Source: an optimization exercise on an open RTL-to-GDS flow (aim: a short achievable clock period and few clock cycles per item). Production flows keep margins and buffers that such runs may drop.
The RTL was checked by simulation tests, not by an equivalence proof against the original design.
Power and IR drop assume default switching activity.

## run E
==> flow/design.v <==
module cpu(clk, rst, imem_addr, imem_rdata, dmem_addr, dmem_rdata, dmem_we, dmem_wdata);
  input clk;
  input rst;
  output [9:0] imem_addr;
  input [31:0] imem_rdata;
  output [9:0] dmem_addr;
  input [31:0] dmem_rdata;
  output dmem_we;
  output [31:0] dmem_wdata;
  reg [31:0] RF [1:31];
  reg [31:0] wRes, w2Res;      
  reg [4:0] wDest;             
  reg [4:0] eDest;
  reg eSW, eK;
  wire [4:0] eDestV = eK ? 5'd0 : eDest;
  wire eSWV = eSW & ~eK;
  reg [15:0] bhtH, bhtL;
  integer k;
  reg uV, uInv;
  reg [3:0] uIdx;
  reg [9:0] PC;                 
  reg [9:0] PCn;                
  wire [31:0] fI = imem_rdata;
  wire fJ = fI[31:26] == 6'd2;
  wire fBr = fI[31:27] == 5'b00010;
  wire fInv = bhtH[PCn[3:0]];   
  wire fPT = fBr & (fI[15] ^ fInv);
  wire [9:0] fPC1 = PCn;
  wire [9:0] fBT, fBT1, fPC2, fJT1;
  add10c u_fbt(.a(PCn), .b(fI[9:0]), .ci(1'b0), .s(fBT));
  add10c u_fbt1(.a(PCn), .b(fI[9:0]), .ci(1'b1), .s(fBT1));
  add10c u_pc2(.a(PCn), .b(10'd0), .ci(1'b1), .s(fPC2));
  add10c u_jt1(.a(fI[9:0]), .b(10'd0), .ci(1'b1), .s(fJT1));
  wire [9:0] fNext0 = fJ ? fI[9:0] : fBr & fI[15] ? fBT : fPC1;
  wire [9:0] fNext1 = fJ ? fI[9:0] : fBr & ~fI[15] ? fBT : fPC1;
  wire [9:0] fNext = fInv ? fNext1 : fNext0;
  wire [9:0] fNextP0 = fJ ? fJT1 : fBr & fI[15] ? fBT1 : fPC2;
  wire [9:0] fNextP1 = fJ ? fJT1 : fBr & ~fI[15] ? fBT1 : fPC2;
  wire [9:0] fNextP = fInv ? fNextP1 : fNextP0;
  wire [9:0] fAlt = fInv ^ fI[15] ? fPC1 : fBT;
  wire [4:0] fRs = fI[25:21], fRt = fI[20:16];
  wire [31:0] fA0 = fRs[2:0] == 3'd0 ? 32'd0 : RF[{2'd0, fRs[2:0]}];
  wire [31:0] fA1 = RF[{2'd1, fRs[2:0]}], fA2 = RF[{2'd2, fRs[2:0]}], fA3 = RF[{2'd3, fRs[2:0]}];
  wire [31:0] fB0 = fRt[2:0] == 3'd0 ? 32'd0 : RF[{2'd0, fRt[2:0]}];
  wire [31:0] fB1 = RF[{2'd1, fRt[2:0]}], fB2 = RF[{2'd2, fRt[2:0]}], fB3 = RF[{2'd3, fRt[2:0]}];
  reg [31:0] dI;
  reg [31:0] dA0, dA1, dA2v, dA3v, dB0, dB1, dB2v, dB3v;
  reg dV, dPT, dA2, dA3, dB2, dB3;
  reg [3:0] gA, gB;            
  reg dStall;                  
  reg [9:0] dAlt, dAlt1;       
  reg [3:0] dIdx;
  wire [5:0] dOp = dI[31:26], dFn = dI[5:0];
  wire [4:0] dRs = dI[25:21], dRt = dI[20:16], dRd = dI[15:11];
  wire dR = dOp == 6'd0;
  wire dSLL = dR & dFn == 6'd0, dSRL = dR & dFn == 6'd2, dADD = dR & dFn == 6'd32,
       dSUB = dR & dFn == 6'd34, dAND = dR & dFn == 6'd36, dOR = dR & dFn == 6'd37,
       dNOR = dR & dFn == 6'd39;
  wire dADDI = dOp == 6'd8, dANDI = dOp == 6'd12, dORI = dOp == 6'd13,
       dLW = dOp == 6'd35, dSW = dOp == 6'd43, dBEQ = dOp == 6'd4, dBNE = dOp == 6'd5;
  wire dRW = dSLL | dSRL | dADD | dSUB | dAND | dOR | dNOR;
  wire dIW = dADDI | dANDI | dORI | dLW;
  wire [4:0] dDest = dRW ? dRd : dIW ? dRt : 5'd0;
  wire dImm = dADDI | dANDI | dORI;
  wire [31:0] dSimm = {{16{dI[15]}}, dI[15:0]};
  wire [31:0] dA = ({32{gA[0]}} & dA0) | ({32{gA[1]}} & dA1) | ({32{gA[2]}} & dA2v) | ({32{gA[3]}} & dA3v);
  wire [31:0] dB = ({32{gB[0]}} & dB0) | ({32{gB[1]}} & dB1) | ({32{gB[2]}} & dB2v) | ({32{gB[3]}} & dB3v);
  wire [31:0] dAv = dA2 ? wRes : dA3 ? w2Res : dA;
  wire [31:0] dBv = dB2 ? wRes : dB3 ? w2Res : dB;
  wire [9:0] dAddr;
  add10c u_addr(.a(dAv[9:0]), .b(dI[11:2]), .ci(1'b0), .s(dAddr));
  wire dMA = eDestV != 5'd0 & eDestV == dRs;
  wire dMB = eDestV != 5'd0 & eDestV == dRt;
  wire dGo = dV & ~dStall;
  wire fLW = fI[31:26] == 6'd35, fMem = fLW | fI[31:26] == 6'd43;
  wire fStall = (fMem & dGo & dDest != 5'd0 & dDest == fRs) | (fLW & dGo & dSW);
  reg eBeq, eBne, ePT, eSt;
  reg [3:0] eIdx;
  reg [9:0] eAlt, eAlt1, eAddr, mAddr;
  reg [31:0] eA, eB, eO2;      
  reg eSub;
  reg [4:0] eSh;
  reg sAdd, sAnd, sOr, sNor, sSll, sSrl, sLw;
  reg eZok, eZsh;              
  reg [31:0] eZm;              
  reg sWe;
  reg [31:0] sData;
  wire [32:0] sumx = {eA, 1'b1} + {eO2, eSub};
  wire [31:0] sum = sumx[32:1];
  wire [31:0] res = ({32{sAdd}} & sum) | ({32{sAnd}} & (eA & eO2)) | ({32{sOr}} & (eA | eO2))
                  | ({32{sNor}} & ~(eA | eO2)) | ({32{sSll}} & (eB << eSh))
                  | ({32{sSrl}} & (eB >> eSh)) | ({32{sLw}} & dmem_rdata);
  wire eEq = eA == eB;
  wire eBr = ~eK & (eBeq | eBne);
  wire eTaken = eBeq ? eEq : ~eEq;
  wire eMis = eBr & (eTaken ^ ePT);
  wire [31:0] eZv = eZsh ? eB & eZm : ({32{sAnd}} & (eA & eO2)) | ({32{sOr}} & (eA | eO2))
                                      | ({32{sNor}} & ~(eA | eO2));
  wire eZ = eZv == 32'd0;
  wire [4:0] dX = dRs == 5'd0 ? dRt : dRs;
  wire dEarly = dV & (dBEQ | dBNE) & ((dRs == 5'd0) ^ (dRt == 5'd0)) & eZok & eDestV == dX;
  wire dTakenE = dBEQ ? eZ : ~eZ;
  wire dMisE = dEarly & (dTakenE ^ dPT);
  wire [31:0] nA = dMA ? res : dAv;
  wire [31:0] nB = dMB ? res : dBv;
  assign imem_addr = PC;
  assign dmem_addr = mAddr;
  assign dmem_we = sWe;
  assign dmem_wdata = sData;
  always @(posedge clk) begin
    if(rst) begin
      PC <= 10'd0;
      PCn <= 10'd1;
      dV <= 1'b0;
      bhtH <= 16'd0;
      bhtL <= 16'd0;
      uV <= 1'b0;
      eDest <= 5'd0;
      eSW <= 1'b0;
      eBeq <= 1'b0;
      eBne <= 1'b0;
      eK <= 1'b0;
      dStall <= 1'b0;
      wDest <= 5'd0;
      sWe <= 1'b0;
    end else begin
      if(eMis) begin
        PC <= eAlt;
        PCn <= eAlt1;
        dV <= 1'b0;
      end else if(dMisE) begin
        PC <= dAlt;
        PCn <= dAlt1;
        dV <= 1'b0;
      end else if(~dStall) begin
        PC <= fNext;
        PCn <= fNextP;
        dV <= 1'b1;
      end
      for(k = 0; k < 16; k = k + 1)
        if(uV & uIdx == k) begin
          bhtH[k] <= uInv ? bhtH[k] | bhtL[k] : bhtH[k] & bhtL[k];
          bhtL[k] <= uInv ? ~bhtL[k] | bhtH[k] : ~bhtL[k] & bhtH[k];
        end
      uV <= eBr;
      eDest <= dGo ? dDest : 5'd0;
      eSW <= dGo & dSW;
      eBeq <= dGo & dBEQ;
      eBne <= dGo & dBNE;
      eK <= eMis;
      dStall <= ~eMis & ~dStall & fStall;
      wDest <= eDestV;
      sWe <= eSWV;
    end
    uIdx <= eIdx;
    uInv <= eTaken ^ eSt;
    if(~dStall) begin
      dI <= fI;
      dPT <= fPT;
      dAlt <= fAlt;
      dAlt1 <= fInv ^ fI[15] ? fPC2 : fBT1;
      dIdx <= PCn[3:0];
      gA <= 4'd1 << fI[25:24];
      gB <= 4'd1 << fI[20:19];
      dA0 <= fA0; dA1 <= fA1; dA2v <= fA2; dA3v <= fA3;
      dB0 <= fB0; dB1 <= fB1; dB2v <= fB2; dB3v <= fB3;
      dA2 <= eDestV != 5'd0 & eDestV == fRs;
      dB2 <= eDestV != 5'd0 & eDestV == fRt;
      dA3 <= wDest != 5'd0 & wDest == fRs;
      dB3 <= wDest != 5'd0 & wDest == fRt;
    end else begin
      dA0 <= dAv; dA1 <= dAv; dA2v <= dAv; dA3v <= dAv;
      dB0 <= dBv; dB1 <= dBv; dB2v <= dBv; dB3v <= dBv;
      dA2 <= dMA;
      dB2 <= dMB;
      dA3 <= 1'b0;
      dB3 <= 1'b0;
    end
    ePT <= dPT ^ dMisE;
    eSt <= dI[15];
    eIdx <= dIdx;
    eAlt <= dAlt;
    eAlt1 <= dAlt1;
    eAddr <= dAddr;
    mAddr <= eSWV ? eAddr : dAddr;
    eA <= nA;
    eB <= nB;
    eO2 <= dImm ? dSimm : nB ^ {32{dSUB}};
    eSub <= dSUB;
    eSh <= dI[10:6];
    sAdd <= dADD | dSUB | dADDI;
    sAnd <= dAND | dANDI;
    sOr <= dOR | dORI;
    sNor <= dNOR;
    sSll <= dSLL;
    sSrl <= dSRL;
    sLw <= dLW;
    eZok <= dSLL | dSRL | dAND | dANDI | dOR | dORI | dNOR;
    eZsh <= dSLL | dSRL;
    eZm <= dSLL ? 32'hffffffff >> dI[10:6] : 32'hffffffff << dI[10:6];
    sData <= eB;
    wRes <= res;
    w2Res <= wRes;
    if(wDest != 5'd0) RF[wDest] <= wRes;
  end
endmodule
module add10c(a, b, ci, s);
  input [9:0] a, b;
  input ci;
  output [9:0] s;
  wire [10:0] x = {a, 1'b1} + {b, ci};
  assign s = x[10:1];
endmodule
export LEC_CHECK = 0
export CAP_MARGIN = 20
export CORE_MARGIN = 2
export CORE_UTILIZATION = 35
export SETUP_SLACK_MARGIN = 5
export SLEW_MARGIN = 20
export SYNTH_HIERARCHICAL = 1
create_clock -name core_clock -period 7.5 [get_ports {clk}]
standard.sh (not shown) runs the stock make flow with config.mk's settings and CLKGATE_MAP_FILE= SYNTH_SCRIPT=/design/flow/synth_recipe.tcl, a recipe that flattens the netlist after the stock synthesis.
==> flow/flow/run.sh <==
#!/bin/bash
# The standard layout (standard.sh) with these changes:
# - synthesis leaves Yosys's adders to ABC instead of mapping them to the
#   library's full/half-adder cells, and ABC maps for delay (structural choices, then its classic
#   mapper; flow/abc.script) instead of ORFS's speed script;
set -o pipefail
export ADDER_MAP_FILE=
export MY_ABC_SCRIPT=$PWD/flow/abc.script
# The standard flow's synthesis script with the ABC script replaced
{ head -n 1 synth_recipe.tcl
  cat <<'EOT'
proc abc {args} {
  set i [lsearch -exact $args -script]
  if {$i >= 0} { set args [lreplace $args $i [expr {$i + 1}] -script $::env(MY_ABC_SCRIPT)] }
  yosys abc {*}$args
}
EOT
  tail -n +2 synth_recipe.tcl; } > flow_synth.tcl
bash standard.sh SYNTH_SCRIPT=$PWD/flow_synth.tcl SETUP_SLACK_MARGIN=5 finish 2>&1 | tee standard.log
==> flow/flow/abc.script <==
strash
dch
map -D 300
buffer -c
topo
stime -c
upsize -c
dnsize -c
Per the final summary, run E finished and its layout is clean on timing, DRC and antenna.
Testbench counts of run E, summed over its fixed seeds: cycles 46,044, instructions 44,290.
Changes in run D relative to run E:
diff --git a/flow/design.v b/flow/design.v
--- a/flow/design.v
+++ b/flow/design.v
@@ -16,29 +16,22 @@
   wire eSWV = eSW & ~eK;
   reg [15:0] bhtH, bhtL;
   integer k;
   reg uV, uInv;
   reg [3:0] uIdx;
-  reg [9:0] PC;                 
-  reg [9:0] PCn;                
+  reg [9:0] PC;
   wire [31:0] fI = imem_rdata;
   wire fJ = fI[31:26] == 6'd2;
   wire fBr = fI[31:27] == 5'b00010;
-  wire fInv = bhtH[PCn[3:0]];   
+  wire fInv = bhtH[PC[3:0]];
   wire fPT = fBr & (fI[15] ^ fInv);
-  wire [9:0] fPC1 = PCn;
-  wire [9:0] fBT, fBT1, fPC2, fJT1;
-  add10c u_fbt(.a(PCn), .b(fI[9:0]), .ci(1'b0), .s(fBT));
-  add10c u_fbt1(.a(PCn), .b(fI[9:0]), .ci(1'b1), .s(fBT1));
-  add10c u_pc2(.a(PCn), .b(10'd0), .ci(1'b1), .s(fPC2));
-  add10c u_jt1(.a(fI[9:0]), .b(10'd0), .ci(1'b1), .s(fJT1));
+  wire [9:0] fPC1 = PC + 10'd1;
+  wire [9:0] fBT;
+  add10c u_fbt(.a(PC), .b(fI[9:0]), .ci(1'b1), .s(fBT));
   wire [9:0] fNext0 = fJ ? fI[9:0] : fBr & fI[15] ? fBT : fPC1;
   wire [9:0] fNext1 = fJ ? fI[9:0] : fBr & ~fI[15] ? fBT : fPC1;
   wire [9:0] fNext = fInv ? fNext1 : fNext0;
-  wire [9:0] fNextP0 = fJ ? fJT1 : fBr & fI[15] ? fBT1 : fPC2;
-  wire [9:0] fNextP1 = fJ ? fJT1 : fBr & ~fI[15] ? fBT1 : fPC2;
-  wire [9:0] fNextP = fInv ? fNextP1 : fNextP0;
   wire [9:0] fAlt = fInv ^ fI[15] ? fPC1 : fBT;
   wire [4:0] fRs = fI[25:21], fRt = fI[20:16];
   wire [31:0] fA0 = fRs[2:0] == 3'd0 ? 32'd0 : RF[{2'd0, fRs[2:0]}];
   wire [31:0] fA1 = RF[{2'd1, fRs[2:0]}], fA2 = RF[{2'd2, fRs[2:0]}], fA3 = RF[{2'd3, fRs[2:0]}];
   wire [31:0] fB0 = fRt[2:0] == 3'd0 ? 32'd0 : RF[{2'd0, fRt[2:0]}];
@@ -46,11 +39,11 @@
   reg [31:0] dI;
   reg [31:0] dA0, dA1, dA2v, dA3v, dB0, dB1, dB2v, dB3v;
   reg dV, dPT, dA2, dA3, dB2, dB3;
   reg [3:0] gA, gB;            
   reg dStall;                  
-  reg [9:0] dAlt, dAlt1;       
+  reg [9:0] dAlt;
   reg [3:0] dIdx;
   wire [5:0] dOp = dI[31:26], dFn = dI[5:0];
   wire [4:0] dRs = dI[25:21], dRt = dI[20:16], dRd = dI[15:11];
   wire dR = dOp == 6'd0;
   wire dSLL = dR & dFn == 6'd0, dSRL = dR & dFn == 6'd2, dADD = dR & dFn == 6'd32,
@@ -74,11 +67,11 @@
   wire dGo = dV & ~dStall;
   wire fLW = fI[31:26] == 6'd35, fMem = fLW | fI[31:26] == 6'd43;
   wire fStall = (fMem & dGo & dDest != 5'd0 & dDest == fRs) | (fLW & dGo & dSW);
   reg eBeq, eBne, ePT, eSt;
   reg [3:0] eIdx;
-  reg [9:0] eAlt, eAlt1, eAddr, mAddr;
+  reg [9:0] eAlt, eAddr, mAddr;
   reg [31:0] eA, eB, eO2;      
   reg eSub;
   reg [4:0] eSh;
   reg sAdd, sAnd, sOr, sNor, sSll, sSrl, sLw;
   reg eZok, eZsh;              
@@ -108,11 +101,10 @@
   assign dmem_we = sWe;
   assign dmem_wdata = sData;
   always @(posedge clk) begin
     if(rst) begin
       PC <= 10'd0;
-      PCn <= 10'd1;
       dV <= 1'b0;
       bhtH <= 16'd0;
       bhtL <= 16'd0;
       uV <= 1'b0;
       eDest <= 5'd0;
@@ -124,19 +116,16 @@
       wDest <= 5'd0;
       sWe <= 1'b0;
     end else begin
       if(eMis) begin
         PC <= eAlt;
-        PCn <= eAlt1;
         dV <= 1'b0;
       end else if(dMisE) begin
         PC <= dAlt;
-        PCn <= dAlt1;
         dV <= 1'b0;
       end else if(~dStall) begin
         PC <= fNext;
-        PCn <= fNextP;
         dV <= 1'b1;
       end
       for(k = 0; k < 16; k = k + 1)
         if(uV & uIdx == k) begin
           bhtH[k] <= uInv ? bhtH[k] | bhtL[k] : bhtH[k] & bhtL[k];
@@ -156,12 +145,11 @@
     uInv <= eTaken ^ eSt;
     if(~dStall) begin
       dI <= fI;
       dPT <= fPT;
       dAlt <= fAlt;
-      dAlt1 <= fInv ^ fI[15] ? fPC2 : fBT1;
-      dIdx <= PCn[3:0];
+      dIdx <= PC[3:0];
       gA <= 4'd1 << fI[25:24];
       gB <= 4'd1 << fI[20:19];
       dA0 <= fA0; dA1 <= fA1; dA2v <= fA2; dA3v <= fA3;
       dB0 <= fB0; dB1 <= fB1; dB2v <= fB2; dB3v <= fB3;
       dA2 <= eDestV != 5'd0 & eDestV == fRs;
@@ -178,11 +166,10 @@
     end
     ePT <= dPT ^ dMisE;
     eSt <= dI[15];
     eIdx <= dIdx;
     eAlt <= dAlt;
-    eAlt1 <= dAlt1;
     eAddr <= dAddr;
     mAddr <= eSWV ? eAddr : dAddr;
     eA <= nA;
     eB <= nB;
     eO2 <= dImm ? dSimm : nB ^ {32{dSUB}};
The final reports for run D and run E show sequential share of layout area higher in the former. Delta(stage delay of the slowest cell on the critical path, run D - run E) < 0. First-pass detailed-route iteration total for run D: 1 up relative to run E. Post-layout minimum cycle time up 27 ps in run D wrt run E. From run E to run D the numbers moved as follows: routed metal-1 wirelength has decreased; critical path depth has increased; wire length has decreased; routed wirelength normalized by instance count has increased; required time of the critical path has remained practically unchanged. Per the comparison of run D with run E, combinational group share of total power decreased 4.3 points; cell count down about 5%. Run D against run E: number of flip-flops and latches down 30, final area down 4.4%, area overhead of the layout relative to synthesis down 0.72 points.
Testbench counts of run D, summed over its fixed seeds: cycles 46,044, instructions 44,290.

-- static timing again, ports no longer ideal --
The results above use ideal ports. As a check the final layouts listed here were re-extracted and re-timed, cells and wires unchanged. Step 1: set_driving_cell puts a clkbuf_16 on clk and a buf_2 on each other input, an assumption about the parent block. Step 2 adds t to the input delays and takes it off the output delays; t is the mean of the earliest and latest rising clock arrival at the registers after step 1. Input paths then give back, and output paths get back, about the clock's delay inside the block. a / b / c = ideal / step 1 / step 2; a / b = the first two.
run	t, ns	setup slack, ns	hold slack, ns	worst setup path after step 2	latest minus earliest clock arrival (ns)
run E	0.955	4.632 / 4.530 / 3.710	0.329 / 0.329 / 0.329	input to register	0.047 / 0.046
run D	0.923	4.605 / 4.512 / 3.955	0.326 / 0.326 / 0.326	input to register	0.036 / 0.037
After both steps setup and hold are still met in every run listed. For run E, which loses most, drivers alone change the setup slack by -0.102 ns; drivers and shift together by -0.922 ns.
